This is an optimization exercise on Yosys and OpenROAD, whose aim is small area, a short achievable clock period and few clock cycles, not a production implementation. Only simulation tests tie the RTL to the original design; equivalence was not proved. Power is estimated from default activity; no workload was simulated.

===== flow/run.sh =====
#!/bin/bash
# The standard layout with a deeper setup repair target (repair_timing
# -setup_margin 7) and buf_4 port buffers; make's output goes to flow_std.log.
set -euo pipefail
sed -e "s/SETUP_SLACK_MARGIN=[-0-9.]*/SETUP_SLACK_MARGIN=7/" standard.sh > flow_std.sh
bash flow_std.sh "BUFFER_PORTS_ARGS=-buffer_cell sky130_fd_sc_hd__buf_4" finish > flow_std.log 2>&1

===== standard.sh =====
#!/bin/bash
# synth_recipe.tcl (not shown) runs the flow's synth.tcl, then flattens the netlist and writes it again
# the make line also repeats each setting of config.mk as NAME=value (left out here)
make -C /OpenROAD-flow-scripts/flow DESIGN_CONFIG=/design/flow/config.mk WORK_HOME=/design/flow/orfs CLKGATE_MAP_FILE= SYNTH_SCRIPT=/design/flow/synth_recipe.tcl "${@:-finish}"

===== config.mk =====
export PLATFORM = sky130hd
export DESIGN_NAME = cpu
export DESIGN_NICKNAME = cpu
export VERILOG_FILES = /design/flow/design.v
export SDC_FILE = /design/flow/constraint.sdc
export NUM_CORES = 4
export LEC_CHECK = 0
export CAP_MARGIN = 20
export CORE_MARGIN = 2
export CORE_UTILIZATION = 40
export CTS_BUF_LIST = sky130_fd_sc_hd__clkbuf_16
export CTS_CLUSTER_DIAMETER = 100
export CTS_CLUSTER_SIZE = 20
export PLACE_DENSITY = 0.6
export SETUP_SLACK_MARGIN = 5
export SLEW_MARGIN = 20
export TNS_END_PERCENT = 0

===== constraint.sdc =====
create_clock -name core_clock -period 10.0 [get_ports {clk}]
set_input_delay 2.0000 -clock core_clock [delete_from_list [all_inputs] [get_ports {clk}]]
set_output_delay 2.0000 -clock core_clock [all_outputs]
set_load 0.01 [all_outputs]

===== design.v =====
module cpu (
        input clk, rstn,
        output [31:0] imem_addr,
        input  [31:0] imem_rdata,
        output [31:0] dmem_addr,
        output [31:0] dmem_wdata,
        output        dmem_we,
        input  [31:0] dmem_rdata
    );
    reg [31:0] pc;
    reg        d_v;
    reg [31:0] d_ir, d_pc;
    reg        d_jal, d_br;    
    reg [3:0]  d_r1h, d_r2h;   
    reg [7:0]  d_r1l, d_r2l;   
    reg        d_bt;           
    reg        bt_v;
    reg [11:2] bt_tag, bt_tgt;
    reg [31:0] e_a, e_b, e_c;
    reg [4:0]  e_rd;
    reg        e_kill;      
    reg        e_wr, e_ld, e_st, e_jalr, e_pred;
    reg        e_beq, e_blt, e_bltu;
    reg        e_fa, e_fb, e_fc, e_sub, e_left, e_arith;
    reg        e_rsum, e_rand, e_ror, e_rxor, e_rsh, e_rc;
    reg [4:0]  e_shamt;
    reg        m_we, m_wr, m_ld;
    reg [4:0]  m_rd;
    reg [31:0] m_y, m_sd;
    reg [31:0] rf [1:31];
    function [32:0] add32(input [31:0] a, input [31:0] b, input ci);
        reg [31:0] g, p, t;
        integer i, d;
        begin
            t = a ^ b;
            g = a & b;
            p = t;
            g[0] = g[0] | (p[0] & ci);
            for (d = 1; d < 32; d = d * 2)
                for (i = 31; i >= d; i = i - 1) begin
                    g[i] = g[i] | (p[i] & g[i-d]);
                    p[i] = p[i] & p[i-d];
                end
            add32 = {g[31], t ^ {g[30:0], ci}};
        end
    endfunction
    assign dmem_addr  = m_y;
    assign dmem_wdata = m_sd;
    assign dmem_we    = m_we;
    wire [31:0] w_data = m_ld ? dmem_rdata : m_y;
    always @(posedge clk)
        if (m_wr) rf[m_rd] <= w_data;
    wire [4:0] op  = d_ir[6:2];
    wire [2:0] f3  = d_ir[14:12];
    wire [4:0] rs1 = d_ir[19:15];
    wire [4:0] rs2 = d_ir[24:20];
    wire [4:0] rd  = d_ir[11:7];
    wire is_r    = op == 5'b01100;
    wire is_i    = op == 5'b00100;
    wire is_ld   = op == 5'b00000;
    wire is_st   = op == 5'b01000;
    wire is_br   = op == 5'b11000;
    wire is_lui  = op == 5'b01101;
    wire is_aui  = op == 5'b00101;
    wire is_jal  = op == 5'b11011;
    wire is_jalr = op == 5'b11001;
    wire use1 = is_r | is_i | is_ld | is_st | is_br | is_jalr;
    wire use2 = is_r | is_st | is_br;
    wire wr   = (is_r | is_i | is_ld | is_lui | is_aui | is_jal | is_jalr) & (rd != 5'd0);
    wire [31:0] imm_i = {{20{d_ir[31]}}, d_ir[31:20]};
    wire [31:0] imm_s = {{20{d_ir[31]}}, d_ir[31:25], d_ir[11:7]};
    wire [31:0] imm_b = {{20{d_ir[31]}}, d_ir[7], d_ir[30:25], d_ir[11:8], 1'b0};
    wire [31:0] imm_u = {d_ir[31:12], 12'b0};
    wire [31:0] imm_j = {{12{d_ir[31]}}, d_ir[19:12], d_ir[20], d_ir[30:21], 1'b0};
    wire [31:0] pc_off = d_jal ? imm_j : d_br ? imm_b : imm_u;
    wire [31:0] pcimm  = add32(d_pc, pc_off, 1'b0);
    wire [31:0] link   = pc;
    wire [11:2] seq_lo = d_pc[11:2] + 10'd1;
    wire [12:0] lo_sum = {1'b0, d_pc[11:0]} + {1'b0, imm_b[11:0]};
    wire        bt_ok  = lo_sum[12] & (d_pc[11:2] != 10'h3ff);
    wire        pred   = is_br & d_ir[31];
    reg [31:0] rf1, rf2;
    integer i;
    always @(*) begin
        rf1 = 32'd0;
        rf2 = 32'd0;
        for (i = 1; i < 32; i = i + 1) begin
            rf1 = rf1 | ({32{d_r1h[i/8] & d_r1l[i%8]}} & rf[i]);
            rf2 = rf2 | ({32{d_r2h[i/8] & d_r2l[i%8]}} & rf[i]);
        end
    end
    wire [31:0] r1 = (m_wr && m_rd == rs1) ? w_data : rf1;
    wire [31:0] r2 = (m_wr && m_rd == rs2) ? w_data : rf2;
    wire stall = d_v & e_ld & ~e_kill & ((use1 && e_rd == rs1) || (use2 && e_rd == rs2));
    wire [31:0] a_f = e_fa ? m_y : e_a;
    wire [31:0] b_f = e_fb ? (m_y ^ {32{e_sub}}) : e_b;    
    wire [31:0] c_f = e_fc ? m_y : e_c;                     
    wire [31:0] sum   = add32(a_f, b_f, e_sub);
    wire [32:0] d_ab = add32(e_a, ~e_c, 1'b1);
    wire [32:0] d_yb = add32(m_y, ~e_c, 1'b1);
    wire [32:0] d_ay = add32(e_a, ~m_y, 1'b1);
    wire eq_ab = e_a == e_c, eq_yb = m_y == e_c, eq_ay = e_a == m_y;
    wire lu_ab = ~d_ab[32], lu_yb = ~d_yb[32], lu_ay = ~d_ay[32];
    wire ls_ab = (e_a[31] ^ e_c[31]) ? e_a[31] : lu_ab;
    wire ls_yb = (m_y[31] ^ e_c[31]) ? m_y[31] : lu_yb;
    wire ls_ay = (e_a[31] ^ m_y[31]) ? e_a[31] : lu_ay;
    wire eq  = e_fa ? (e_fc ? 1'b1 : eq_yb) : (e_fc ? eq_ay : eq_ab);
    wire ltu = e_fa ? (e_fc ? 1'b0 : lu_yb) : (e_fc ? lu_ay : lu_ab);
    wire lts = e_fa ? (e_fc ? 1'b0 : ls_yb) : (e_fc ? ls_ay : ls_ab);
    wire taken = (e_beq & eq) | (e_blt & lts) | (e_bltu & ltu);
    function [31:0] rev32(input [31:0] x);
        integer k;
        for (k = 0; k < 32; k = k + 1) rev32[k] = x[31-k];
    endfunction
    wire [31:0] sh_in = e_left ? rev32(a_f) : a_f;
    wire [32:0] sh_x  = {e_arith & a_f[31], sh_in};
    wire [32:0] sh_r  = $signed(sh_x) >>> e_shamt;
    wire [31:0] sh    = e_left ? rev32(sh_r[31:0]) : sh_r[31:0];
    wire [31:0] res = ({32{e_rsum}} & sum)
                    | ({32{e_rand}} & (a_f & b_f))
                    | ({32{e_ror}}  & (a_f | b_f))
                    | ({32{e_rxor}} & (a_f ^ b_f))
                    | ({32{e_rsh}}  & sh)
                    | ({32{e_rc}}   & e_c);
    wire        redir_ex  = ~e_kill & (e_jalr | (taken ^ e_pred));
    wire [31:0] target_ex = e_jalr ? sum : e_b;
    wire        redir_id  = d_v & ~stall & (is_jal | (pred & ~d_bt));
    wire        bt_hit    = bt_v & (pc[11:2] == bt_tag);
    assign imem_addr = pc;
    always @(posedge clk) begin
        if (!rstn)
            pc <= 32'd0;
        else if (redir_ex)
            pc <= target_ex;
        else if (redir_id)
            pc <= pcimm;
        else if (!stall)
            pc <= bt_hit ? {pc[31:12], bt_tgt, 2'b00} : pc + 32'd4;
    end
    always @(posedge clk) begin
        if (!rstn || redir_ex || redir_id)
            d_v <= 1'b0;
        else if (!stall)
            d_v <= 1'b1;
        if (!stall) begin
            d_ir <= imem_rdata;
            d_pc <= pc;
            d_jal <= imem_rdata[6:2] == 5'b11011;
            d_r1h <= 4'b0001 << imem_rdata[19:18];
            d_r1l <= 8'b00000001 << imem_rdata[17:15];
            d_r2h <= 4'b0001 << imem_rdata[24:23];
            d_r2l <= 8'b00000001 << imem_rdata[22:20];
            d_bt  <= bt_hit;
            d_br  <= imem_rdata[6:2] == 5'b11000;
        end
    end
    wire bt_wr = d_v & ~stall & pred & bt_ok;
    always @(posedge clk) begin
        if (!rstn)
            bt_v <= 1'b0;
        else if (bt_wr)
            bt_v <= 1'b1;
        if (bt_wr) begin
            bt_tag <= d_pc[11:2];
            bt_tgt <= lo_sum[11:2];
        end
    end
    wire issue = rstn & d_v & ~stall;
    wire e_fwd = e_wr & ~e_ld & ~e_kill;
    wire alt   = d_ir[30];
    always @(posedge clk) begin
        e_kill <= redir_ex;
        e_wr   <= issue & wr;
        e_ld   <= issue & is_ld & (rd != 5'd0);
        e_st   <= issue & is_st;
        e_jalr <= issue & is_jalr;
        e_pred <= issue & pred;
        e_beq  <= issue & is_br & (f3 == 3'b000);
        e_blt  <= issue & is_br & (f3 == 3'b100);
        e_bltu <= issue & is_br & (f3 == 3'b110);
        e_rd    <= rd;
        e_shamt <= rs2;
        e_fa    <= e_fwd & (e_rd == rs1);
        e_fb    <= e_fwd & (e_rd == rs2) & is_r;
        e_fc    <= e_fwd & (e_rd == rs2) & (is_st | is_br);
        e_sub   <= is_r & f3 == 3'b000 & alt;
        e_left  <= f3 == 3'b001;
        e_arith <= alt;
        e_rsum  <= is_ld | is_st | ((is_r | is_i) & f3 == 3'b000);
        e_rand  <= is_r & f3 == 3'b111;
        e_ror   <= is_r & f3 == 3'b110;
        e_rxor  <= is_r & f3 == 3'b100;
        e_rsh   <= is_i & (f3 == 3'b001 || f3 == 3'b101);
        e_rc    <= is_lui | is_aui | is_jal | is_jalr;
        e_a <= r1;
        e_b <= is_r ? (r2 ^ {32{alt}}) : is_st ? imm_s : is_br ? (pred ? (d_bt ? {d_pc[31:12], seq_lo, 2'b00} : link) : pcimm) : imm_i;
        e_c <= (is_st | is_br) ? r2 :
               is_lui ? imm_u :
               (is_jal | is_jalr) ? link : pcimm;
    end
    always @(posedge clk) begin
        m_we <= rstn & e_st & ~e_kill;
        m_wr <= rstn & e_wr & ~e_kill;
        m_ld <= e_ld;
        m_rd <= e_rd;
        m_y  <= res;
        m_sd <= c_f;
    end
endmodule

==> run notes, run 1 <==
# TYPE chip_impl_metric gauge
chip_impl_metric{name="preCtsSetupSlack",unit="ns"} 5.067
chip_impl_metric{name="cts_sinks",unit=""} 1334
chip_impl_metric{name="crit_path_largest_cell_delay",unit="ns"} 0.81
chip_impl_info{name="dominantRegCellSynth",value="sky130_fd_sc_hd__edfxtp_1"} 1
chip_impl_info{name="regToRegStartpoint",value="d_ir[22]$_DFFE_PN_"} 1
chip_impl_metric{name="finalHoldViolCount",unit=""} 0
chip_impl_metric{name="antenna_found_initial",unit=""} 9
chip_impl_metric{name="viasPerCell",unit=""} 7.404
chip_impl_metric{name="dp.cells",unit=""} 7632
chip_impl_metric{name="area.growth.synth_to_final",unit="%"} 11.71
chip_impl_metric{name="post_synth.cell_area_avg",unit="µm²"} 12.02
chip_impl_metric{name="postSynthCellCount",unit=""} 5554
chip_impl_metric{name="first_global_vias",unit=""} 53120
chip_impl_metric{name="floorplan.io_pins",unit=""} 163
chip_impl_metric{name="remaining_drc_errors",unit=""} 0
chip_impl_metric{name="drv.max_cap_violation_count",unit=""} 0
chip_impl_info{name="critical-path-top-delay-family",value="buffers and inverters"} 1
chip_impl_metric{name="final_max_slew_viol_count",unit=""} 0
chip_impl_metric{name="seq_area_frac_synth",unit="%"} 56.49
chip_impl_metric{name="ys_ff_latch",unit=""} 1334
chip_impl_info{name="netlist.top_cell.by_area",value="sky130_fd_sc_hd__edfxtp_1"} 1
chip_impl_metric{name="synth_async_sr_flop_share",unit="%"} 0
chip_impl_metric{name="dieWidth",unit="µm"} 412.6
chip_impl_metric{name="fillerInstances",unit=""} 15010
chip_impl_info{name="worst_path_most_repeated_cell",value="sky130_fd_sc_hd__buf_4"} 1
chip_impl_metric{name="hold_depth",unit=""} 0
chip_impl_metric{name="synth.cell_area",unit="µm²"} 66780
chip_impl_metric{name="clock_buffer_count_from_cts",unit=""} 80
chip_impl_info{name="setup.worst_path.start_class",value="register"} 1
chip_impl_metric{name="grt_start_max_net_pins",unit=""} 57
chip_impl_metric{name="globalRoute.totalOverflow",unit=""} 0
chip_impl_metric{name="clkLatencyLatePin",unit="ns"} 0.77
chip_impl_metric{name="wire_per_inst",unit="µm"} 42.57
chip_impl_metric{name="synth_fp_nets",unit=""} 5824
chip_impl_metric{name="fmaxAchievable",unit="MHz"} 254.8
chip_impl_metric{name="holdWs",unit="ns"} 0.3950
chip_impl_metric{name="layout.cell_area.non_filler",unit="µm²"} 74600
chip_impl_metric{name="critical_path_peak_fanout",unit=""} 34
chip_impl_metric{name="finalSetupViolCount",unit=""} 0
chip_impl_metric{name="design.final.nets",unit=""} 5859
chip_impl_info{name="commonest_cells_in_the_netlist",value="1,101 x sky130_fd_sc_hd__edfxtp_1, 370 x sky130_fd_sc_hd__a221oi_1, 365 x sky130_fd_sc_hd__clkbuf_1, 358 x sky130_fd_sc_hd__a22o_1, 296 x sky130_fd_sc_hd__a21oi_1"} 1
chip_impl_info{name="yosys-top-cells-area",value="sky130_fd_sc_hd__edfxtp_1 50%, sky130_fd_sc_hd__dfxtp_1 7.0%, sky130_fd_sc_hd__a221oi_1 4.9%, sky130_fd_sc_hd__a22o_1 4.7%, sky130_fd_sc_hd__ha_1 3.7%"} 1
chip_impl_metric{name="io_buffer_count",unit=""} 160
chip_impl_metric{name="setup_tns",unit="ns"} 0
chip_impl_metric{name="p_per_area",unit="nW/µm²"} 161.0
chip_impl_metric{name="num_vias",unit=""} 57920
chip_impl_info{name="clock_tree_from_tritoncts",value="done"} 1
chip_impl_metric{name="synth.area.mux_share",unit="%"} 4.710
chip_impl_metric{name="setup_slack_of_the_most_critical_reg_to_reg_path",unit="ns"} 6.08
chip_impl_info{name="hold_path_startpoint",value="e_rd[0]$_DFF_P_"} 1
chip_impl_metric{name="drive_above_1_share",unit="%"} 15.82
chip_impl_metric{name="num_rows",unit=""} 149
chip_impl_metric{name="final_cell_count_no_fill",unit=""} 7822
chip_impl_metric{name="timing.critical_path.required",unit="ns"} 10.66
chip_impl_metric{name="leakage_component_of_the_power",unit="nW"} 26.06
chip_impl_metric{name="arrival",unit="ns"} 4.59
chip_impl_info{name="crit_path_top_delay_cell",value="sky130_fd_sc_hd__a21oi_1"} 1
chip_impl_metric{name="placed_area",unit="µm²"} 70710
chip_impl_metric{name="post-synth-top-area-fraction",unit="%"} 49.51
chip_impl_metric{name="synth_adder_area_share",unit="%"} 3.867
chip_impl_metric{name="last_weighted_congestion_value_of_the_routability_driven_placer",unit=""} 1.054
chip_impl_info{name="cell_at_the_root_of_the_clock_tree",value="sky130_fd_sc_hd__clkbuf_16"} 1
chip_impl_info{name="critPathKind",value="register to register"} 1
chip_impl_metric{name="sum_of_buffers_and_inverters_on_the_critical_path",unit=""} 3
chip_impl_metric{name="power",unit="mW"} 12.01
chip_impl_metric{name="synth-simple-area-share",unit="%"} 8.039
chip_impl_metric{name="cts-root-to-sink-buffers",unit=""} 3
chip_impl_metric{name="htree_levels",unit=""} 3
chip_impl_metric{name="vdd_drop_max",unit="mV"} 0.1602
chip_impl_info{name="whs_endpoint",value="m_rd[0]$_DFF_P_"} 1
chip_impl_info{name="largest_family_of_logic_cells_by_synthesized_area",value="compound AO/OA/AOI/OAI gates"} 1
chip_impl_info{name="type_of_the_worst_min_delay_path",value="register to register"} 1
chip_impl_metric{name="synth_compound_area_share",unit="%"} 20.25
chip_impl_metric{name="dp.final_hpwl",unit="µm"} 204600
chip_impl_metric{name="final.min_clock_period",unit="ns"} 3.924
chip_impl_metric{name="fin_util",unit="%"} 45.11
chip_impl_info{name="run_status",value="timing/DRC/antenna clean"} 1
chip_impl_metric{name="period_share",unit="%"} 39.24
chip_impl_metric{name="maxSlewHeadroom",unit="%"} 11.53
chip_impl_info{name="critical_path.endpoint_type",value="register"} 1
chip_impl_metric{name="chipHeight",unit="µm"} 412.6
chip_impl_metric{name="ys_types",unit=""} 81
chip_impl_metric{name="grt_first_pass_wirelength",unit="µm"} 441500
chip_impl_metric{name="drt_pre_antenna_iters",unit=""} 14
chip_impl_metric{name="worst_r2r_path_depth",unit=""} 10
chip_impl_metric{name="post_synth_edffs",unit=""} 1101
chip_impl_info{name="crit_chain",value="buf_4, xor2_1, nor4_1, and3_2, buf_4, buf_4, nor3_1, a21oi_1, xnor2_1, a21o_1"} 1
chip_impl_metric{name="wirelength",unit="µm"} 333000
chip_impl_metric{name="max_slew.worst_pin.slew",unit="ns"} 1.317
chip_impl_metric{name="timing.clock.skew",unit="ns"} 0.06232
chip_impl_metric{name="start_util",unit="%"} 40.39
chip_impl_metric{name="worst_setup_hold_path_clk_slew",unit="ns"} 0.09
chip_impl_metric{name="yosys_warnings",unit=""} 1
chip_impl_metric{name="globalRouteTotalUtil",unit="%"} 37.59
chip_impl_metric{name="drt-initial-drc-count",unit=""} 12640
chip_impl_info{name="yosysMostFrequentCell",value="sky130_fd_sc_hd__edfxtp_1"} 1
chip_impl_metric{name="die_area",unit="µm²"} 170200
chip_impl_metric{name="coreArea",unit="µm²"} 165400
chip_impl_metric{name="final_critical_path_setup_slack",unit="ns"} 6.076
chip_impl_info{name="critical_path.reg2reg.endpoint",value="e_b[17]$_DFF_P_"} 1
chip_impl_metric{name="xor_xnor_fraction_of_synth_area",unit="%"} 2.872
chip_impl_info{name="grt_setup_unrepaired",value="true"} 1
chip_impl_metric{name="postRouteAntennaNets",unit=""} 0
## worst reg2reg max path, delay by kind of cell, from the launching register on
family / cells / cell delay (ns)
AO/OA/AOI/OAI: 2 / 1.01
XOR/XNOR: 2 / 0.36
buffers and inverters: 3 / 1.20
flip-flops: 1 / 0.37
AND/OR/NAND/NOR: 3 / 0.89
## cells in the final DEF, fill, tap and decap left out, types with 14 or more instances in the layout
cell / synthesis / final
sky130_fd_sc_hd__edfxtp_1: 1101 / 1101
sky130_fd_sc_hd__a221oi_1: 370 / 369
sky130_fd_sc_hd__buf_4: 4 / 368
sky130_fd_sc_hd__a22o_1: 358 / 358
sky130_fd_sc_hd__a21oi_1: 296 / 286
sky130_fd_sc_hd__nand2_1: 268 / 265
sky130_fd_sc_hd__inv_1: 198 / 213
sky130_fd_sc_hd__dfxtp_1: 233 / 204
sky130_fd_sc_hd__a22oi_1: 199 / 197
sky130_fd_sc_hd__o21ai_0: 206 / 196
sky130_fd_sc_hd__ha_1: 200 / 186
sky130_fd_sc_hd__nor2_1: 218 / 182
sky130_fd_sc_hd__nand4_1: 162 / 162
sky130_fd_sc_hd__xnor2_1: 146 / 139
sky130_fd_sc_hd__mux2i_1: 128 / 115
sky130_fd_sc_hd__nand3_1: 108 / 107
sky130_fd_sc_hd__mux2_2: 98 / 97
sky130_fd_sc_hd__clkbuf_16: 0 / 83
sky130_fd_sc_hd__nor3_1: 92 / 81
sky130_fd_sc_hd__o211ai_1: 75 / 75
sky130_fd_sc_hd__xor2_1: 73 / 71
sky130_fd_sc_hd__a222oi_1: 65 / 65
sky130_fd_sc_hd__and2_2: 0 / 60
sky130_fd_sc_hd__a21o_1: 50 / 50
sky130_fd_sc_hd__nor2_4: 0 / 35
sky130_fd_sc_hd__mux4_2: 30 / 30
sky130_fd_sc_hd__nor2b_1: 31 / 29
sky130_fd_sc_hd__a211oi_1: 41 / 29
sky130_fd_sc_hd__dfxtp_2: 0 / 27
sky130_fd_sc_hd__nor4_1: 29 / 25
sky130_fd_sc_hd__and3_1: 26 / 24
sky130_fd_sc_hd__o221ai_1: 19 / 19
sky130_fd_sc_hd__o21a_1: 16 / 16
sky130_fd_sc_hd__a221o_1: 15 / 15
sky130_fd_sc_hd__and2_1: 75 / 14
## per-layer routing
| layer | vias up | wire, µm | global-route usage [%] |
|---|---|---|---|
| met1 | 28190 | 113000 | 45.66 |
| met4 | 21 | 31070 | 26.91 |
| met2 | 5870 | 136600 | 54.38 |
| met5 | - | 412 | 0.8197 |
| met3 | 1695 | 51880 | 14.50 |
| li1 | 22140 | - | - |
## power breakdown
part           total, mW  internal [mW]  leakage [nW]  switching, mW
Combinational       2.02          0.702          12.5           1.32
Clock               3.57           1.55          1.23           2.02
Sequential          6.42           6.16          12.3          0.265
Total               12.0           8.41          26.1           3.61
## worst max path at each step
stage / cells past startpoint / start / endpoint
finish: 10 / d_ir[22]$_DFFE_PN_ / e_b[17]$_DFF_P_
global route: 16 / e_fa$_DFF_P_ / m_y[30]$_DFF_P_
CTS: 18 / e_sub$_DFF_P_ / m_y[30]$_DFF_P_
detailed placement: 14 / e_fa$_DFF_P_ / pc[31]$_SDFFE_PN0P_
global placement: 14 / e_fa$_DFF_P_ / pc[19]$_SDFFE_PN0P_
floorplan: 18 / e_sub$_DFF_P_ / pc[24]$_SDFFE_PN0P_
## registers in the layout, indices dropped and copies added (netlist names), 4 cells and up
| register | count |
|---|---|
| rf | 992 |
| d_pc | 32 |
| e_a | 32 |
| e_b | 32 |
| e_c | 32 |
| m_sd | 32 |
| m_y | 32 |
| pc | 32 |
| d_ir | 30 |
| bt_tag | 10 |
| bt_tgt | 10 |
| d_r1l | 8 |
| d_r2l | 8 |
| e_rd | 5 |
| e_shamt | 5 |
| m_rd | 5 |
| d_r1h | 4 |
| d_r2h | 4 |
## cell families (layout without fill, tap and decap cells)
group / count (synthesis) / count (layout)
AO/OA/AOI/OAI: 1808 / 1808
AND/OR/NAND/NOR: 1079 / 1080
flip-flops: 1334 / 1334
XOR/XNOR: 219 / 219
buffers and inverters: 648 / 718
adder cells (fa/ha/maj): 204 / 204
multiplexers: 262 / 262
other: 0 / 8
## repair_timing
item / 4_1_cts / 5_1_grt
resized for setup: 112 / 69
setup endpoints to repair: 735 / 1046
hold buffers: 0 / 0
pin swaps: 13 / 27
setup buffers: 26 / 29
cloned: 4 / 2
## cell type report
| type | count | area, µm² | share of cell area [%] |
|---|---|---|---|
| well taps | 2189 | 2739 | 3.671 |
| diodes | 8 | 20.02 | 0.02684 |
| multi-input cells | 3573 | 27650 | 37.06 |
| clock inverters | 36 | 360.3 | 0.4830 |
| repair buffers | 394 | 3232 | 4.332 |
| flip-flops and latches | 1334 | 37770 | 50.63 |
| clock buffers | 82 | 2052 | 2.751 |
| inverters | 206 | 782.0 | 1.048 |
Testbench counts, summed over its fixed seeds: cycles 189,519.
==> run 2: changes to the inputs <==
==> flow/run.sh (replaced) <==
#!/bin/bash
# The standard layout with a deeper setup repair target (repair_timing
# -setup_margin 7), buf_4 port buffers and a clock tree without dummy loads;
# make's output goes to flow_std.log (each step's log is under orfs/logs/).
set -euo pipefail
sed -e "s/SETUP_SLACK_MARGIN=[-0-9.]*/SETUP_SLACK_MARGIN=7/" standard.sh > flow_std.sh
bash flow_std.sh "BUFFER_PORTS_ARGS=-buffer_cell sky130_fd_sc_hd__buf_4" \
  "CTS_ARGS=-sink_clustering_enable -repair_clock_nets -sink_clustering_size 20 -sink_clustering_max_diameter 100 -buf_list sky130_fd_sc_hd__clkbuf_16 -dont_use_dummy_load" \
  finish > flow_std.log 2>&1
==> run notes, run 2 <==
# TYPE chip_impl_metric gauge
chip_impl_info{name="run_status",value="timing/DRC/antenna clean"} 1
chip_impl_metric{name="chipHeight",unit="µm"} 412.6
chip_impl_metric{name="multiInputGateArea",unit="µm²"} 27690
chip_impl_metric{name="arrival",unit="ns"} 4.46
chip_impl_info{name="grt_setup_unrepaired",value="true"} 1
chip_impl_metric{name="area.growth.synth_to_final",unit="%"} 11.27
chip_impl_metric{name="final_max_slew_viol_count",unit=""} 0
chip_impl_metric{name="num_vias",unit=""} 58020
chip_impl_metric{name="worst-path-stages",unit=""} 9
chip_impl_metric{name="critical_path_peak_fanout",unit=""} 17
chip_impl_metric{name="antenna_found_initial",unit=""} 9
chip_impl_metric{name="fillerInstances",unit=""} 15030
chip_impl_metric{name="die_area",unit="µm²"} 170200
chip_impl_info{name="crit_path_start",value="d_r2h[0]$_SDFFCE_PP0N_"} 1
chip_impl_metric{name="grt_first_pass_wirelength",unit="µm"} 441000
chip_impl_metric{name="viasPerCell",unit=""} 7.449
chip_impl_metric{name="setup_tns",unit="ns"} 0
chip_impl_info{name="setup.worst_path.start_class",value="register"} 1
chip_impl_metric{name="crit_path_largest_cell_delay",unit="ns"} 0.86
chip_impl_metric{name="synth.cell_area",unit="µm²"} 66780
chip_impl_metric{name="htree_levels",unit=""} 3
chip_impl_metric{name="ys_ff_latch",unit=""} 1334
chip_impl_metric{name="largest_register_ff_count",unit=""} 992
chip_impl_metric{name="synth_fp_nets",unit=""} 5824
chip_impl_metric{name="cts-root-to-sink-buffers",unit=""} 3
chip_impl_info{name="critical-path-top-delay-family",value="compound AO/OA/AOI/OAI gates"} 1
chip_impl_metric{name="num_rows",unit=""} 149
chip_impl_metric{name="final.min_clock_period",unit="ns"} 3.826
chip_impl_metric{name="io_buffer_count",unit=""} 160
chip_impl_metric{name="synth_async_sr_flop_share",unit="%"} 0
chip_impl_metric{name="postSynthCellCount",unit=""} 5554
chip_impl_info{name="crit_path_end",value="e_c[27]$_DFF_P_"} 1
chip_impl_metric{name="period_share",unit="%"} 38.26
chip_impl_info{name="crit_chain",value="and2_2, buf_4, a22o_1, a221oi_1, nand4_1, nor3_1, a21oi_1, o22ai_1, a21oi_1"} 1
chip_impl_metric{name="drt-initial-drc-count",unit=""} 13080
chip_impl_info{name="clock_tree_from_tritoncts",value="done"} 1
chip_impl_info{name="commonest_cells_in_the_netlist",value="1,101 x sky130_fd_sc_hd__edfxtp_1, 370 x sky130_fd_sc_hd__a221oi_1, 365 x sky130_fd_sc_hd__clkbuf_1, 358 x sky130_fd_sc_hd__a22o_1, 296 x sky130_fd_sc_hd__a21oi_1"} 1
chip_impl_metric{name="first_global_vias",unit=""} 52950
chip_impl_metric{name="power_frac_clock",unit="%"} 28.0
chip_impl_metric{name="hold_buffers",unit=""} 0
chip_impl_info{name="worst_path_most_repeated_cell",value="sky130_fd_sc_hd__a21oi_1"} 1
chip_impl_metric{name="drt_pre_antenna_iters",unit=""} 14
chip_impl_metric{name="clkLatencyLatePin",unit="ns"} 0.77
chip_impl_info{name="type_of_the_worst_min_delay_path",value="register to register"} 1
chip_impl_metric{name="yosys_warnings",unit=""} 1
chip_impl_metric{name="seqPwrFrac",unit="%"} 54.7
chip_impl_metric{name="post_synth_edffs",unit=""} 1101
chip_impl_metric{name="cts_sinks",unit=""} 1334
chip_impl_metric{name="worst_setup_hold_path_clk_slew",unit="ns"} 0.09
chip_impl_metric{name="coreArea",unit="µm²"} 165400
chip_impl_metric{name="floorplan.io_pins",unit=""} 163
chip_impl_metric{name="finalHoldViolCount",unit=""} 0
chip_impl_metric{name="dieWidth",unit="µm"} 412.6
chip_impl_metric{name="switching_fraction",unit="%"} 29.48
chip_impl_metric{name="wirelength",unit="µm"} 333300
chip_impl_info{name="yosys-top-cells-area",value="sky130_fd_sc_hd__edfxtp_1 50%, sky130_fd_sc_hd__dfxtp_1 7.0%, sky130_fd_sc_hd__a221oi_1 4.9%, sky130_fd_sc_hd__a22o_1 4.7%, sky130_fd_sc_hd__ha_1 3.7%"} 1
chip_impl_metric{name="last_weighted_congestion_value_of_the_routability_driven_placer",unit=""} 1.054
chip_impl_metric{name="seq_area",unit="µm²"} 37770
chip_impl_metric{name="ys_types",unit=""} 81
chip_impl_info{name="regToRegStartpoint",value="d_r2h[0]$_SDFFCE_PP0N_"} 1
chip_impl_info{name="cell_at_the_root_of_the_clock_tree",value="sky130_fd_sc_hd__clkbuf_16"} 1
chip_impl_metric{name="globalRoute.totalOverflow",unit=""} 0
chip_impl_metric{name="postRouteAntennaNets",unit=""} 0
chip_impl_metric{name="design.final.nets",unit=""} 5865
chip_impl_info{name="yosysMostFrequentCell",value="sky130_fd_sc_hd__edfxtp_1"} 1
chip_impl_metric{name="vdd_drop_max",unit="mV"} 0.1249
chip_impl_info{name="critPathKind",value="register to register"} 1
chip_impl_metric{name="cellInternalPower",unit="mW"} 8.285
chip_impl_metric{name="finalSetupViolCount",unit=""} 0
chip_impl_metric{name="timing.critical_path.required",unit="ns"} 10.63
chip_impl_metric{name="wire_per_inst",unit="µm"} 42.79
chip_impl_metric{name="layout.cell_area.non_filler",unit="µm²"} 74310
chip_impl_info{name="netlist.top_cell.by_area",value="sky130_fd_sc_hd__edfxtp_1"} 1
chip_impl_metric{name="post-synth-top-area-fraction",unit="%"} 49.51
chip_impl_metric{name="placed_area",unit="µm²"} 70710
chip_impl_info{name="layout.cells.most_common_list",value="1,101 x sky130_fd_sc_hd__edfxtp_1, 371 x sky130_fd_sc_hd__buf_4, 369 x sky130_fd_sc_hd__a221oi_1"} 1
chip_impl_metric{name="start_util",unit="%"} 40.39
chip_impl_metric{name="drive_above_1_share",unit="%"} 15.86
chip_impl_metric{name="leakage_component_of_the_power",unit="nW"} 25.88
chip_impl_metric{name="timing.clock.skew",unit="ns"} 0.08973
chip_impl_metric{name="post_synth.cell_area_avg",unit="µm²"} 12.02
chip_impl_metric{name="dp.final_hpwl",unit="µm"} 204600
chip_impl_metric{name="clock_buffer_count_from_cts",unit=""} 80
chip_impl_metric{name="power.share.combinational",unit="%"} 17.3
chip_impl_info{name="critical_path.endpoint_type",value="register"} 1
chip_impl_info{name="dominantRegCellSynth",value="sky130_fd_sc_hd__edfxtp_1"} 1
chip_impl_info{name="largest-register",value="rf"} 1
chip_impl_metric{name="drv.max_cap_violation_count",unit=""} 0
chip_impl_metric{name="grt_start_max_net_pins",unit=""} 57
chip_impl_metric{name="globalRouteTotalUtil",unit="%"} 37.53
chip_impl_info{name="layout_commonest_cell",value="sky130_fd_sc_hd__edfxtp_1"} 1
chip_impl_metric{name="max_slew.worst_pin.slew",unit="ns"} 1.363
chip_impl_info{name="critical_path.reg2reg.endpoint",value="e_c[27]$_DFF_P_"} 1
chip_impl_info{name="crit_path_top_delay_cell",value="sky130_fd_sc_hd__a21oi_1"} 1
chip_impl_metric{name="remaining_drc_errors",unit=""} 0
chip_impl_metric{name="setup_slack_of_the_most_critical_reg_to_reg_path",unit="ns"} 6.17
chip_impl_metric{name="worst_r2r_path_depth",unit=""} 9
chip_impl_metric{name="p_sw",unit="mW"} 3.464
chip_impl_metric{name="p_per_area",unit="nW/µm²"} 158.1
chip_impl_metric{name="sum_of_buffers_and_inverters_on_the_critical_path",unit=""} 1
chip_impl_metric{name="seq_area_frac_synth",unit="%"} 56.49
chip_impl_metric{name="maxSlewHeadroom",unit="%"} 8.439
chip_impl_metric{name="fmaxAchievable",unit="MHz"} 261.4
-- run 2: cell counts after synthesis --
No cell type changed its count.
-- run 2: stage by stage --
| stage | instances | utilization (%) | setup slack, ns | power [mW] | hold WS, ns |
|---|---|---|---|---|---|
| after floorplan | 5554 | - | 6.640 | 7.454 | 0.3462 |
| after global placement | 7632 | 42.76 | 5.143 | 8.319 | 0.3898 |
| after detailed placement | 7632 | 42.76 | 5.067 | 8.328 | 0.3955 |
| after CTS | 7743 | 44.47 | 6.235 | 11.54 | 0.4035 |
| after global routing | 7782 | 44.93 | 6.192 | 11.96 | 0.4118 |
| final | 7789 | 44.94 | 6.174 | 11.75 | 0.4035 |
-- run 2: layout make-up --
class | count | area share [%]
tap | 2189 | 3.686
clock buffer | 80 | 2.694
antenna | 7 | 0.02357
sequential | 1334 | 50.83
inverter | 206 | 1.052
multi-input combinational | 3573 | 37.26
timing repair buffer | 400 | 4.460
-- run 2: layer usage --
layer / track usage, % / part of all wire (%) / vias to the layer above / wire [µm]
li1: - / - / 22120 / -
met5: 0 / 0.033 / - / 109
met1: 45.67 / 34 / 28160 / 113000
met3: 14.39 / 16 / 1721 / 52420
met4: 27.18 / 9.3 / 13 / 31140
met2: 54.19 / 41 / 6005 / 136700
-- run 2: how the worst min path moves through the flow --
stage	startpoint	to	slack [ns]	cells after the start
3_3_place_gp	e_rd[3]$_DFF_P_	m_rd[3]$_DFF_P_	0.39	0
5_1_grt	e_rd[0]$_DFF_P_	m_rd[0]$_DFF_P_	0.41	0
4_1_cts	e_rd[0]$_DFF_P_	m_rd[0]$_DFF_P_	0.40	0
3_5_place_dp	e_rd[3]$_DFF_P_	m_rd[3]$_DFF_P_	0.40	0
2_1_floorplan	d_ir[20]$_DFFE_PN_	e_shamt[0]$_DFF_P_	0.35	0
6_report	e_rd[3]$_DFF_P_	m_rd[3]$_DFF_P_	0.40	0
-- run 2: kinds of logic (layout without fill, tap and decap cells) --
family / after synthesis / in the layout / synth area share, %
other: 0 / 7 / 0
buffers and inverters: 648 / 686 / 3.771
AOI/OAI and AO/OA: 1808 / 1808 / 20.25
DFF: 1334 / 1334 / 56.49
muxes: 262 / 262 / 4.710
adders and majority gates: 204 / 204 / 3.867
xor gates and xnor gates: 219 / 219 / 2.872
and+or+nand+nor: 1079 / 1080 / 8.039
-- run 2: power by group through the flow --
stage | Clock [mW] | Sequential [mW] | Combinational (mW)
after global routing | 3.44 | 6.41 | 2.11
after detailed placement | 0 | 6.53 | 1.80
after global placement | 0 | 6.53 | 1.79
final | 3.29 | 6.42 | 2.03
after floorplan | 0 | 6.37 | 1.08
after CTS | 3.27 | 6.40 | 1.86
-- run 2: what timing repair did --
item                                    4_1_cts  5_1_grt
endpoints found under the setup margin      766     1039
buffers inserted                             27       31
pin swaps                                    13       28
resized for setup                           111       81
cloned                                        4        4
endpoints found under the hold margin         0        0
==> run 3: changes to the inputs <==
--- a/config.mk
+++ b/config.mk
@@ -7,7 +7,7 @@
 export LEC_CHECK = 0
 export CAP_MARGIN = 20
 export CORE_MARGIN = 2
-export CORE_UTILIZATION = 40
+export CORE_UTILIZATION = 50
 export CTS_BUF_LIST = sky130_fd_sc_hd__clkbuf_16
 export CTS_CLUSTER_DIAMETER = 100
 export CTS_CLUSTER_SIZE = 20
==> run notes, run 3 <==
# TYPE chip_impl_metric gauge
chip_impl_metric{name="start_util",unit="%"} 50.23
chip_impl_metric{name="chipHeight",unit="µm"} 369.5
chip_impl_metric{name="critical_path_peak_fanout",unit=""} 21
chip_impl_metric{name="htree_levels",unit=""} 3
chip_impl_info{name="run_status",value="timing/DRC/antenna clean"} 1
chip_impl_metric{name="clkLatencyLatePin",unit="ns"} 0.77
chip_impl_metric{name="fmaxAchievable",unit="MHz"} 254.8
chip_impl_metric{name="setup_tns",unit="ns"} 0
chip_impl_metric{name="area.growth.synth_to_final",unit="%"} 11.01
chip_impl_metric{name="xor_xnor_fraction_of_synth_area",unit="%"} 2.872
chip_impl_metric{name="period_share",unit="%"} 39.25
chip_impl_metric{name="maxSlewHeadroom",unit="%"} 13.51
chip_impl_info{name="netlist.top_cell.by_area",value="sky130_fd_sc_hd__edfxtp_1"} 1
chip_impl_metric{name="post-synth-top-area-fraction",unit="%"} 49.51
chip_impl_metric{name="worst_setup_hold_path_clk_slew",unit="ns"} 0.09
chip_impl_metric{name="drt_pre_antenna_iters",unit=""} 13
chip_impl_metric{name="leakage_component_of_the_power",unit="nW"} 25.97
chip_impl_metric{name="synth_adder_area_share",unit="%"} 3.867
chip_impl_metric{name="arrival",unit="ns"} 4.51
chip_impl_metric{name="timing.critical_path.required",unit="ns"} 10.58
chip_impl_info{name="crit_chain",value="and2_2, buf_4, a22o_1, a221oi_1, nand4_1, nor3_2, a21oi_1, o22ai_1, a31oi_4"} 1
chip_impl_metric{name="largest_register_ff_count",unit=""} 992
chip_impl_metric{name="placed_area",unit="µm²"} 70190
chip_impl_metric{name="post_synth_edffs",unit=""} 1101
chip_impl_info{name="critPathKind",value="register to register"} 1
chip_impl_metric{name="postSynthCellCount",unit=""} 5554
chip_impl_metric{name="coreArea",unit="µm²"} 133000
chip_impl_metric{name="remaining_drc_errors",unit=""} 0
chip_impl_metric{name="crit_path_largest_cell_delay",unit="ns"} 0.79
chip_impl_metric{name="die_area",unit="µm²"} 136500
chip_impl_metric{name="synth.area.mux_share",unit="%"} 4.710
chip_impl_metric{name="ys_ff_latch",unit=""} 1334
chip_impl_metric{name="design.final.nets",unit=""} 5861
chip_impl_metric{name="grt_start_max_net_pins",unit=""} 59
chip_impl_info{name="setup.worst_path.start_class",value="register"} 1
chip_impl_metric{name="globalRouteTotalUtil",unit="%"} 47.44
chip_impl_metric{name="synth_fp_nets",unit=""} 5824
chip_impl_info{name="critical_path.endpoint_type",value="register"} 1
chip_impl_info{name="grt_setup_unrepaired",value="true"} 1
chip_impl_info{name="crit_path_top_delay_cell",value="sky130_fd_sc_hd__and2_2"} 1
chip_impl_info{name="largest-register",value="rf"} 1
chip_impl_metric{name="finalHoldViolCount",unit=""} 0
chip_impl_metric{name="max_slew.worst_pin.slew",unit="ns"} 1.297
chip_impl_metric{name="ys_types",unit=""} 81
chip_impl_info{name="cell_at_the_root_of_the_clock_tree",value="sky130_fd_sc_hd__clkbuf_16"} 1
chip_impl_info{name="largest_family_of_logic_cells_by_synthesized_area",value="compound AO/OA/AOI/OAI gates"} 1
chip_impl_metric{name="drt-initial-drc-count",unit=""} 13510
chip_impl_metric{name="clock_buffer_count_from_cts",unit=""} 79
chip_impl_metric{name="cts_sinks",unit=""} 1334
chip_impl_info{name="type_of_the_worst_min_delay_path",value="register to register"} 1
chip_impl_metric{name="floorplan.io_pins",unit=""} 163
chip_impl_info{name="layout_commonest_cell",value="sky130_fd_sc_hd__edfxtp_1"} 1
chip_impl_metric{name="synth.cell_area",unit="µm²"} 66780
chip_impl_metric{name="final_cell_count_no_fill",unit=""} 7367
chip_impl_metric{name="seq_area_frac_synth",unit="%"} 56.49
chip_impl_metric{name="cts-root-to-sink-buffers",unit=""} 3
chip_impl_info{name="yosysMostFrequentCell",value="sky130_fd_sc_hd__edfxtp_1"} 1
chip_impl_metric{name="final.min_clock_period",unit="ns"} 3.925
chip_impl_metric{name="post_synth.cell_area_avg",unit="µm²"} 12.02
chip_impl_metric{name="final_critical_path_setup_slack",unit="ns"} 6.075
chip_impl_metric{name="sum_of_buffers_and_inverters_on_the_critical_path",unit=""} 1
chip_impl_metric{name="power",unit="mW"} 11.78
chip_impl_info{name="clock_tree_from_tritoncts",value="done"} 1
chip_impl_metric{name="timing.clock.skew",unit="ns"} 0.1140
chip_impl_metric{name="p_per_area",unit="nW/µm²"} 158.9
chip_impl_metric{name="postRouteAntennaNets",unit=""} 0
chip_impl_metric{name="grt_first_pass_wirelength",unit="µm"} 443200
chip_impl_info{name="yosys-top-cells-area",value="sky130_fd_sc_hd__edfxtp_1 50%, sky130_fd_sc_hd__dfxtp_1 7.0%, sky130_fd_sc_hd__a221oi_1 4.9%, sky130_fd_sc_hd__a22o_1 4.7%, sky130_fd_sc_hd__ha_1 3.7%"} 1
chip_impl_metric{name="first_global_vias",unit=""} 53050
chip_impl_metric{name="last_weighted_congestion_value_of_the_routability_driven_placer",unit=""} 0.9887
chip_impl_metric{name="fin_util",unit="%"} 55.76
chip_impl_metric{name="globalRoute.totalOverflow",unit=""} 0
chip_impl_metric{name="io_buffer_count",unit=""} 160
chip_impl_metric{name="dp.cells",unit=""} 7208
chip_impl_metric{name="vdd_drop_max",unit="mV"} 0.1726
chip_impl_info{name="critical-path-top-delay-family",value="compound AO/OA/AOI/OAI gates"} 1
chip_impl_metric{name="wire_per_inst",unit="µm"} 45.25
chip_impl_metric{name="synth_compound_area_share",unit="%"} 20.25
chip_impl_metric{name="synth_async_sr_flop_share",unit="%"} 0
chip_impl_metric{name="wirelength",unit="µm"} 333400
chip_impl_metric{name="dp.final_hpwl",unit="µm"} 203500
chip_impl_info{name="layout.cells.most_common_list",value="1,101 x sky130_fd_sc_hd__edfxtp_1, 376 x sky130_fd_sc_hd__buf_4, 366 x sky130_fd_sc_hd__a221oi_1"} 1
chip_impl_metric{name="yosys_warnings",unit=""} 1
chip_impl_metric{name="num_vias",unit=""} 57860
chip_impl_info{name="dominantRegCellSynth",value="sky130_fd_sc_hd__edfxtp_1"} 1
chip_impl_metric{name="final_max_slew_viol_count",unit=""} 0
chip_impl_metric{name="viasPerCell",unit=""} 7.853
chip_impl_metric{name="layout.cell_area.non_filler",unit="µm²"} 74130
chip_impl_metric{name="drv.max_cap_violation_count",unit=""} 0
chip_impl_metric{name="holdWs",unit="ns"} 0.4100
chip_impl_info{name="commonest_cells_in_the_netlist",value="1,101 x sky130_fd_sc_hd__edfxtp_1, 370 x sky130_fd_sc_hd__a221oi_1, 365 x sky130_fd_sc_hd__clkbuf_1, 358 x sky130_fd_sc_hd__a22o_1, 296 x sky130_fd_sc_hd__a21oi_1"} 1
chip_impl_metric{name="drive_above_1_share",unit="%"} 16.73
chip_impl_metric{name="antenna_found_initial",unit=""} 14
chip_impl_metric{name="num_rows",unit=""} 134
chip_impl_metric{name="dieWidth",unit="µm"} 369.5
chip_impl_metric{name="preCtsSetupSlack",unit="ns"} 4.462
chip_impl_metric{name="finalSetupViolCount",unit=""} 0
chip_impl_metric{name="synth-simple-area-share",unit="%"} 8.039
[run 3: cell counts after synthesis]
Identical to the previous run, type by type.
[run 3: cell type report]
type,count,area (µm²)
fill,11110,58820
multi-input combinational,3572,28050
sequential,1334,37770
timing repair buffer,398,3316
inverter,206,787.0
clock buffer,79,1977
antenna,10,25.02
tap,1768,2212
[run 3: worst register-to-register path: cells and delay by family, from the launching register on]
kind	cells	cell delay [ns]
AOI/OAI and AO/OA	5	1.53
buffers and inverters	1	0.68
DFF	1	0.52
and+or+nand+nor	3	1.08
[run 3: worst paths after layout]
path,startpoint,end,slack [ns],depth (start not counted)
worst max-delay path,d_r2h[3]$_SDFFCE_PN0N_,e_c[20]$_DFF_P_,6.08,9
worst min register to register,e_rd[0]$_DFF_P_,m_rd[0]$_DFF_P_,0.41,0
worst min-delay path,e_rd[0]$_DFF_P_,m_rd[0]$_DFF_P_,0.41,0
worst max register to register,d_r2h[3]$_SDFFCE_PN0N_,e_c[20]$_DFF_P_,6.08,9
[run 3: routing by layer]
layer / vias to the layer above / GRT usage (%) / wire length [µm]
met3: 1771 / 16.67 / 49230
met5: - / 3.454 / 979
met2: 6074 / 68.65 / 138100
li1: 22120 / - / -
met4: 32 / 36.43 / 33850
met1: 27850 / 57.66 / 111200
[run 3: power by group]
part | total, mW | internal [mW] | switching (mW)
Combinational | 2.11 | 0.741 | 1.37
Sequential | 6.40 | 6.16 | 0.245
Clock | 3.27 | 1.41 | 1.86
[run 3: repair_timing]
item | CTS | global route
resized for setup | 179 | 87
hold buffers | 0 | 0
cloned | 7 | 0
setup endpoints to repair | 752 | 886
pin swaps | 31 | 36
setup buffers | 43 | 20
[run 3: logic make-up after synthesis]
| group | count (synthesis) |
|---|---|
| fa+ha+maj | 204 |
| mux | 262 |
| buf+inv | 648 |
| flops | 1334 |
| compound gates | 1808 |
| simple gates | 1079 |
| xor+xnor | 219 |
==> run 4: changes to the inputs <==
--- a/config.mk
+++ b/config.mk
@@ -7,11 +7,11 @@
 export LEC_CHECK = 0
 export CAP_MARGIN = 20
 export CORE_MARGIN = 2
-export CORE_UTILIZATION = 50
+export CORE_UTILIZATION = 45
 export CTS_BUF_LIST = sky130_fd_sc_hd__clkbuf_16
 export CTS_CLUSTER_DIAMETER = 100
 export CTS_CLUSTER_SIZE = 20
-export PLACE_DENSITY = 0.6
+export PLACE_DENSITY = 0.65
 export SETUP_SLACK_MARGIN = 5
 export SLEW_MARGIN = 20
 export TNS_END_PERCENT = 0
==> run notes, run 4 <==
# TYPE chip_impl_metric gauge
chip_impl_metric{name="num_rows",unit=""} 141
chip_impl_metric{name="design.final.nets",unit=""} 5845
chip_impl_metric{name="p_sw",unit="mW"} 3.470
chip_impl_metric{name="leakage_component_of_the_power",unit="nW"} 25.84
chip_impl_metric{name="postRouteAntennaNets",unit=""} 0
chip_impl_metric{name="critical_path_peak_fanout",unit=""} 19
chip_impl_metric{name="period_share",unit="%"} 40.51
chip_impl_metric{name="floorplan.io_pins",unit=""} 163
chip_impl_metric{name="remaining_drc_errors",unit=""} 0
chip_impl_info{name="run_status",value="timing/DRC/antenna clean"} 1
chip_impl_metric{name="crit_path_largest_cell_delay",unit="ns"} 0.87
chip_impl_metric{name="final_max_slew_viol_count",unit=""} 0
chip_impl_metric{name="chipHeight",unit="µm"} 389.2
chip_impl_metric{name="coreArea",unit="µm²"} 147500
chip_impl_metric{name="htree_levels",unit=""} 3
chip_impl_metric{name="final.min_clock_period",unit="ns"} 4.051
chip_impl_info{name="cell_at_the_root_of_the_clock_tree",value="sky130_fd_sc_hd__clkbuf_16"} 1
chip_impl_metric{name="final_critical_path_setup_slack",unit="ns"} 5.949
chip_impl_metric{name="finalSetupViolCount",unit=""} 0
chip_impl_metric{name="max_slew.worst_pin.slew",unit="ns"} 1.449
chip_impl_metric{name="wirelength",unit="µm"} 330500
chip_impl_metric{name="io_buffer_count",unit=""} 160
chip_impl_metric{name="timing.clock.skew",unit="ns"} 0.09979
chip_impl_metric{name="drive_above_1_share",unit="%"} 15.70
chip_impl_metric{name="synth.cell_area",unit="µm²"} 66780
chip_impl_metric{name="power_frac_clock",unit="%"} 27.9
chip_impl_metric{name="wire_per_inst",unit="µm"} 43.99
chip_impl_metric{name="fmaxAchievable",unit="MHz"} 246.8
chip_impl_metric{name="timing.critical_path.required",unit="ns"} 10.59
chip_impl_metric{name="seqPwrFrac",unit="%"} 54.8
chip_impl_metric{name="p_per_area",unit="nW/µm²"} 158.8
chip_impl_metric{name="globalRouteTotalUtil",unit="%"} 41.93
chip_impl_metric{name="synth_fp_nets",unit=""} 5824
chip_impl_metric{name="area.growth.synth_to_final",unit="%"} 10.76
chip_impl_info{name="grt_most_used_layer",value="met2"} 1
chip_impl_metric{name="met2_usage",unit="%"} 59.50
chip_impl_metric{name="vdd_drop_max",unit="mV"} 0.1248
chip_impl_metric{name="dp.cells",unit=""} 7363
chip_impl_metric{name="cts_sinks",unit=""} 1334
chip_impl_metric{name="grt.met1_usage",unit="%"} 49.38
chip_impl_metric{name="post_synth.cell_area_avg",unit="µm²"} 12.02
chip_impl_metric{name="dieWidth",unit="µm"} 389.2
chip_impl_metric{name="viasPerCell",unit=""} 7.792
chip_impl_metric{name="drv.max_cap_violation_count",unit=""} 0
chip_impl_info{name="yosys-top-cells-area",value="sky130_fd_sc_hd__edfxtp_1 50%, sky130_fd_sc_hd__dfxtp_1 7.0%, sky130_fd_sc_hd__a221oi_1 4.9%, sky130_fd_sc_hd__a22o_1 4.7%, sky130_fd_sc_hd__ha_1 3.7%"} 1
chip_impl_metric{name="dp.final_hpwl",unit="µm"} 198400
chip_impl_metric{name="post-synth-top-area-fraction",unit="%"} 49.51
chip_impl_info{name="type_of_the_worst_min_delay_path",value="register to register"} 1
chip_impl_info{name="grt_setup_unrepaired",value="true"} 1
chip_impl_metric{name="cellInternalPower",unit="mW"} 8.278
chip_impl_metric{name="arrival",unit="ns"} 4.65
chip_impl_metric{name="switching_fraction",unit="%"} 29.54
chip_impl_metric{name="final_cell_count_no_fill",unit=""} 7513
chip_impl_metric{name="seq_area_frac_synth",unit="%"} 56.49
chip_impl_metric{name="hold_buffers",unit=""} 0
chip_impl_metric{name="die_area",unit="µm²"} 151500
chip_impl_metric{name="clock_buffer_count_from_cts",unit=""} 80
chip_impl_metric{name="synth_async_sr_flop_share",unit="%"} 0
chip_impl_info{name="clock_tree_from_tritoncts",value="done"} 1
chip_impl_metric{name="globalRoute.totalOverflow",unit=""} 0
chip_impl_metric{name="clkLatencyLatePin",unit="ns"} 0.78
chip_impl_metric{name="use_met3",unit="%"} 19.03
chip_impl_metric{name="num_vias",unit=""} 58540
chip_impl_info{name="layout.cells.most_common_list",value="1,101 x sky130_fd_sc_hd__edfxtp_1, 368 x sky130_fd_sc_hd__a221oi_1, 358 x sky130_fd_sc_hd__a22o_1"} 1
chip_impl_info{name="critical_path.endpoint_type",value="register"} 1
chip_impl_metric{name="grt_first_pass_wirelength",unit="µm"} 440300
chip_impl_metric{name="post_synth_edffs",unit=""} 1101
chip_impl_metric{name="cts-root-to-sink-buffers",unit=""} 3
chip_impl_metric{name="last_weighted_congestion_value_of_the_routability_driven_placer",unit=""} 1.086
chip_impl_metric{name="drt_pre_antenna_iters",unit=""} 13
chip_impl_metric{name="ys_types",unit=""} 81
chip_impl_info{name="largest-register",value="rf"} 1
chip_impl_metric{name="worst_setup_hold_path_clk_slew",unit="ns"} 0.10
chip_impl_metric{name="largest_register_ff_count",unit=""} 992
chip_impl_info{name="setup.worst_path.start_class",value="register"} 1
chip_impl_metric{name="preCtsSetupSlack",unit="ns"} 4.851
chip_impl_info{name="netlist.top_cell.by_area",value="sky130_fd_sc_hd__edfxtp_1"} 1
chip_impl_metric{name="setup_tns",unit="ns"} 0
chip_impl_metric{name="antenna_found_initial",unit=""} 11
chip_impl_metric{name="finalHoldViolCount",unit=""} 0
chip_impl_metric{name="ys_ff_latch",unit=""} 1334
chip_impl_metric{name="maxSlewHeadroom",unit="%"} 2.629
chip_impl_metric{name="start_util",unit="%"} 45.28
chip_impl_metric{name="postSynthCellCount",unit=""} 5554
chip_impl_metric{name="grt_start_max_net_pins",unit=""} 57
chip_impl_info{name="critPathKind",value="register to register"} 1
chip_impl_info{name="commonest_cells_in_the_netlist",value="1,101 x sky130_fd_sc_hd__edfxtp_1, 370 x sky130_fd_sc_hd__a221oi_1, 365 x sky130_fd_sc_hd__clkbuf_1, 358 x sky130_fd_sc_hd__a22o_1, 296 x sky130_fd_sc_hd__a21oi_1"} 1
chip_impl_metric{name="yosys_warnings",unit=""} 1
chip_impl_info{name="layout_commonest_cell",value="sky130_fd_sc_hd__edfxtp_1"} 1
chip_impl_metric{name="drt-initial-drc-count",unit=""} 13330
chip_impl_info{name="crit_chain",value="and2_2, buf_4, a22o_1, a221oi_1, nand4_1, nor3_1, a21oi_1, xnor2_1, o21ai_0"} 1
chip_impl_metric{name="power.share.combinational",unit="%"} 17.3
chip_impl_metric{name="first_global_vias",unit=""} 53430
chip_impl_info{name="crit_path_top_delay_cell",value="sky130_fd_sc_hd__nor3_1"} 1
chip_impl_info{name="yosysMostFrequentCell",value="sky130_fd_sc_hd__edfxtp_1"} 1
chip_impl_info{name="dominantRegCellSynth",value="sky130_fd_sc_hd__edfxtp_1"} 1
==> run 4: cell counts after synthesis <==
Identical to the previous run, type by type.
==> run 4: logic make-up (layout without fill, tap and decap cells) <==
kind of cell / Yosys count / in the layout / share of synthesized area (%)
flops: 1334 / 1334 / 56.49
buf+inv: 648 / 667 / 3.771
compound gates: 1808 / 1808 / 20.25
mux: 262 / 262 / 4.710
other cells: 0 / 10 / 0
fa+ha+maj: 204 / 204 / 3.867
xor+xnor: 219 / 219 / 2.872
simple gates: 1079 / 1079 / 8.039
==> run 4: layout make-up <==
| cell class | instances | area, µm² |
|---|---|---|
| inverters | 206 | 792.0 |
| repair buffers | 381 | 3238 |
| diodes | 10 | 25.02 |
| well taps | 1930 | 2415 |
| multi-input cells | 3572 | 27720 |
| flip-flops and latches | 1334 | 37770 |
| clock buffers | 80 | 2002 |
| fillers | 12840 | 73520 |
==> run 4: power groups by stage <==
stage	combinational [mW]	clock (mW)	sequential, mW
6_report	2.04	3.28	6.43
3_5_place_dp	1.80	0	6.53
2_1_floorplan	1.08	0	6.37
5_1_grt	2.10	3.43	6.42
3_3_place_gp	1.78	0	6.53
4_1_cts	1.89	3.26	6.41
==> run 4: metrics by stage <==
step                      instance area (µm²)  utilization (%)  total power [mW]  hold WS [ns]
after floorplan                         66930                -             7.454        0.3462
after global placement                  70300            47.66             8.317        0.3878
after detailed placement                70310            47.67             8.334        0.3905
after CTS                               73540            49.86             11.56        0.3950
after global routing                    73940            50.14             11.95        0.3971
final                                   73970            50.15             11.75        0.3886
==> run 4: final timing paths <==
check        cells after the start         endpoint  slack (ns)              startpoint
max reg2reg                      9  e_b[12]$_DFF_P_        5.95  d_r2h[3]$_SDFFCE_PN0N_
min reg2reg                      0  m_rd[4]$_DFF_P_        0.39         e_rd[4]$_DFF_P_
max                              9  e_b[12]$_DFF_P_        5.95  d_r2h[3]$_SDFFCE_PN0N_
min                              0  m_rd[4]$_DFF_P_        0.39         e_rd[4]$_DFF_P_
==> run 4: per-layer routing <==
layer,vias up,wire [µm]
li1,22110,-
met2,6444,132800
met3,2040,56280
met1,27930,106600
met5,-,279
met4,20,34550
==> run 4: critical path, delay by kind of cell, from the launching register on <==
kind	cells	cell delay, ns
xor+xnor	1	0.24
flops	1	0.52
buf+inv	1	0.47
simple gates	3	1.59
compound gates	4	1.09
==> run 4: repair_timing <==
action                                  in CTS  in global routing
gates cloned                                 7                  1
resized for setup                          147                 45
pin swaps                                   34                 19
hold endpoints to repair                     0                  0
endpoints found under the setup margin     747               1126
setup buffers                               40                 12

## re-timing with driven ports
The flow's constraints put no driver on any port. The routed layouts listed below were extracted and timed again, unchanged, in two steps. Step 1 sets driving cells, clkbuf_16 on the clock port and buf_2 on the other inputs (assumed; they add their load-dependent delay and slew). Step 2, shift: input delay + t, output delay - t, t = (earliest + latest rising clock arrival at the registers) / 2. This alone moves slack from input paths to output paths. Slacks: ideal / step 1 / step 2; pairs: ideal / step 1.
| run | t (ns) | slack for setup (ns) | cell pins on the clock port's net |
|---|---|---|---|
| run 1 | 0.824 | 6.076 / 6.076 / 5.657 | 1 |
| run 2 | 0.787 | 6.174 / 6.174 / 5.662 | 1 |
| run 3 | 0.793 | 6.075 / 6.075 / 5.738 | 1 |
| run 4 | 0.796 | 5.949 / 5.949 / 5.492 | 1 |
After both steps setup and hold are still met in every run listed. The setup slack of run 2, which loses most, moves by 0.000 ns with the drivers and by -0.512 ns with both steps.
